What follows belongs to an exercise in optimizing a design on an open flow for small area and a short achievable clock period; a production flow would make more cautious choices.
Power figures rest on the tool's default switching activity, not on a simulated workload.

Setup of alpha:
Design multiplier_logic, start of the top module:
module multiplier_logic (
    input  wire        clk,
    input  wire        rst_n,
    input  wire [15:0] a,
    input  wire [15:0] b,
    output reg  [31:0] y
);
Size: roughly 1000 cells after synthesis, about 66 I/O pins, ~0.012 sq mm of cells after synthesis.
export LEC_CHECK = 0
export CAP_MARGIN = 20
export CORE_MARGIN = 2
export CORE_UTILIZATION = 40
export CTS_CLUSTER_DIAMETER = 60
export CTS_CLUSTER_SIZE = 50
export SETUP_SLACK_MARGIN = 2.5
export SLEW_MARGIN = 20
export SYNTH_HIERARCHICAL = 1
export SYNTH_MINIMUM_KEEP_SIZE = 0
create_clock -name core_clock -period 4.5 [get_ports {clk}]
run.sh (not shown) runs the stock make flow with config.mk's settings and CLKGATE_MAP_FILE= SYNTH_SCRIPT=/design/flow/synth_recipe.tcl, a recipe that flattens the netlist after the stock synthesis.
Changes in beta relative to alpha:
diff --git a/flow/design.v b/flow/design.v
--- a/flow/design.v
+++ b/flow/design.v
@@ -664,27 +664,27 @@
   wire s465 = r3_c398 ^ r3_s401;
   wire c466 = r3_c398 & r3_s401;
   wire s467 = r3_c406 ^ r3_c408;
   wire c468 = r3_c406 & r3_c408;
   wire s469 = r3_c416 ^ r3_c418;
   wire c470 = r3_c416 & r3_c418;
   wire s471 = r3_c424 ^ r3_c426;
   wire c472 = r3_c424 & r3_c426;
   wire [31:0] ra = {r3_c444, r3_s443, r3_c440, r3_s439, r3_c436, r3_s435, r3_s431, r3_s427, r3_s425, r3_s421, r3_s417, r3_s411, r3_s407, c464, r3_s397, r3_s393, c460, c458, c456, c454, c452, c450, c448, c446, r3_r2_s213, r3_c366, r3_s365, r3_s361, r3_s357, r3_r2_s199, r3_r2_s195, r3_r2_s193};
   wire [31:0] rb = {r3_r2_s355, 1'b0, r3_s441, 1'b0, r3_s437, 1'b0, c472, s471, c470, s469, c468, s467, c466, s465, s463, c462, s461, s459, s457, s455, s453, s451, s449, s447, s445, r3_s367, 1'b0, 1'b0, 1'b0, 1'b0, 1'b0, 1'b0};
-  wire [18:0] plo = ra[17:0] + rb[17:0];
-  reg [18:0] r4_plo;
-  reg [13:0] r4_ha, r4_hb;
-  always @(posedge clk) begin r4_plo <= plo; r4_ha <= ra[31:18]; r4_hb <= rb[31:18]; end
-  wire [14:0] phs = {r4_ha, r4_plo[18]} + {r4_hb, r4_plo[18]};
-  wire [13:0] phi = phs[14:1];
-  wire [31:0] prod = {phi, r4_plo[17:0]};
+  wire [16:0] plo = ra[15:0] + rb[15:0];
+  reg [16:0] r4_plo;
+  reg [15:0] r4_ha, r4_hb;
+  always @(posedge clk) begin r4_plo <= plo; r4_ha <= ra[31:16]; r4_hb <= rb[31:16]; end
+  wire [16:0] phs = {r4_ha, r4_plo[16]} + {r4_hb, r4_plo[16]};
+  wire [15:0] phi = phs[16:1];
+  wire [31:0] prod = {phi, r4_plo[15:0]};
   always @(posedge clk) begin
     r1_a0 <= a[0];
     r1_a1 <= a[1];
     r1_a2 <= a[2];
     r1_a3 <= a[3];
     r1_a4 <= a[4];
     r1_a5 <= a[5];
     r1_a6 <= a[6];
     r1_a7 <= a[7];
     r1_a8 <= a[8];
Findings:
Power share of the combinational group (lower): beta
beta ends up with a final-layout non-clock buffer area share that is 0.84 points higher than in alpha.
The final reports for beta and alpha show wire length on met2 lower in the former.
beta does better than alpha on slack of the critical path.
beta improves on alpha in total power.
beta has completed all stages; timing, DRC and antenna checks passed.
beta: met3 usage higher than alpha
Delta (beta minus alpha): time the final worst path needs with I/O delays and setup decreased by 0.050 ns relative to the old numbers, placed instance area decreased by about 0.5% relative to the old numbers, floorplan die area decreased by 0.84% relative to the old numbers.
Function was not checked in any run of this note: the RTL went through the layout flow alone.

---

## oak
multiplier_logic, a different RTL version from the one above (not shown whole).
Size: ~1,000 cells after synthesis, about 270 flip-flops, roughly 12,000 sq um of cells after synthesis.
clock: 4.5 ns
lec_check: 0
cap_margin: 20
core_margin: 2
core_utilization: 40
cts_cluster_diameter: 60
cts_cluster_size: 50
setup_slack_margin: 2.5
slew_margin: 20
synth_hierarchical: 1
synth_minimum_keep_size: 0
oak finished every step from synthesis to the final layout, and the layout passed the timing, DRC and antenna checks.
Relative to oak, the following input files were edited for pine:
--- a/flow/design.v
+++ b/flow/design.v
@@ -665,21 +665,24 @@
   mult_fa u_s459 (.x(r2_c344), .y(r2_s345), .z(c412), .s(s459), .c(c460));
   wire s461 = r2_c346 ^ r2_s347;
   wire c462 = r2_c346 & r2_s347;
   wire s463, c464;
   mult_fa u_s463 (.x(r2_c284), .y(r2_c348), .z(r2_s285), .s(s463), .c(c464));
   wire s465 = r2_c286 ^ r2_s287;
   wire c466 = r2_c286 & r2_s287;
   wire [31:0] ra = {r3_c466, r3_c464, r3_c462, r3_c460, r3_c458, r3_c456, r3_c454, r3_c452, r3_c450, r3_c448, r3_c446, r3_c444, r3_c442, r3_c440, r3_c438, r3_c436, r3_c434, r3_c432, r3_c430, r3_c428, r3_c426, r3_c424, r3_c422, r3_c420, r3_c418, r3_c416, r3_c414, r3_r2_s195, r3_r2_c356, r3_r2_s355, r3_r2_s353, r3_r2_s351};
   wire [31:0] rb = {r3_r2_s349, r3_s465, r3_s463, r3_s461, r3_s459, r3_s457, r3_s455, r3_s453, r3_s451, r3_s449, r3_s447, r3_s445, r3_s443, r3_s441, r3_s439, r3_s437, r3_s435, r3_s433, r3_s431, r3_s429, r3_s427, r3_s425, r3_s423, r3_s421, r3_s419, r3_s417, r3_s415, r3_s413, r3_r2_s289, 1'b0, 1'b0, 1'b0};
-  wire [31:0] prod = ra + rb;
-  reg [31:0] q4;
-  always @(posedge clk) q4 <= prod;
+  wire [24:0] plo = ra[23:0] + rb[23:0];
+  reg [24:0] r4_plo;
+  reg [7:0] r4_ha, r4_hb;
+  always @(posedge clk) begin r4_plo <= plo; r4_ha <= ra[31:24]; r4_hb <= rb[31:24]; end
+  wire [7:0] phi = r4_ha + r4_hb + r4_plo[24];
+  wire [31:0] prod = {phi, r4_plo[23:0]};
   always @(posedge clk) begin
     r1_a0 <= a[0];
     r1_a1 <= a[1];
     r1_a2 <= a[2];
     r1_a3 <= a[3];
     r1_a4 <= a[4];
     r1_a5 <= a[5];
     r1_a6 <= a[6];
     r1_a7 <= a[7];
@@ -875,17 +878,17 @@
     r3_c466 <= c466;
   end
   reg [3:0] v;
   always @(posedge clk) begin
     if (!rst_n) begin
       v <= 4'd0;
       y <= 32'd0;
     end else begin
       v <= {v[2:0], 1'b1};
-      y <= v[3] ? q4 : 32'd0;
+      y <= v[3] ? prod : 32'd0;
     end
   end
 endmodule
 module mult_fa (input wire x, input wire y, input wire z, output wire s, output wire c);
   assign s = x ^ y ^ z;
   assign c = (x & y) | (x & z) | (y & z);
 endmodule
Notes after the runs:
Of oak and pine, the lower share of the clock period used by the worst path belongs to pine.
The post-route total power in pine was lower than what oak gave.
pine gives more cell area after synthesis than oak did.
Total of fill cells in the finished design: oak and pine compared, lower one is oak
Fmax | pine vs oak | pine faster
Diff oak -> pine | placed instance area | up slightly
pine ended up with a higher count of clock-buffer cells in the layout than oak did.
Re share of power burned in the clock network: oak was lower than pine.
Overflow left after global routing: oak vs pine identical
No run of this note included a check of the RTL's function; only the layout flow was run.

-- static timing again, ports no longer ideal --
The results above use ideal ports. As a check the final layouts listed here were re-extracted and re-timed, cells and wires unchanged. Step 1 assumes that a clkbuf_16 drives the clock port and a buf_2 every other input. Step 2 also shifts input and output timing later by t, the mid clock arrival at the registers, as if the neighbouring blocks saw the same clock. a / b / c = ideal / step 1 / step 2; a / b = the first two.
| run | shift t [ns] | setup WS [ns] | worst register clock-pin slew, ns |
|---|---|---|---|
| alpha | 0.557 | 2.414 / 2.414 / 2.060 | 0.10 / 0.10 |
| beta | 0.566 | 2.464 / 2.464 / 2.259 | 0.11 / 0.11 |
| oak | 0.573 | 2.283 / 2.283 / 2.283 | 0.09 / 0.09 |
| pine | 0.561 | 2.405 / 2.405 / 2.339 | 0.09 / 0.09 |
After both steps setup and hold are still met in every run listed. For alpha, which loses most, drivers alone change the setup slack by 0.000 ns; drivers and shift together by -0.354 ns.
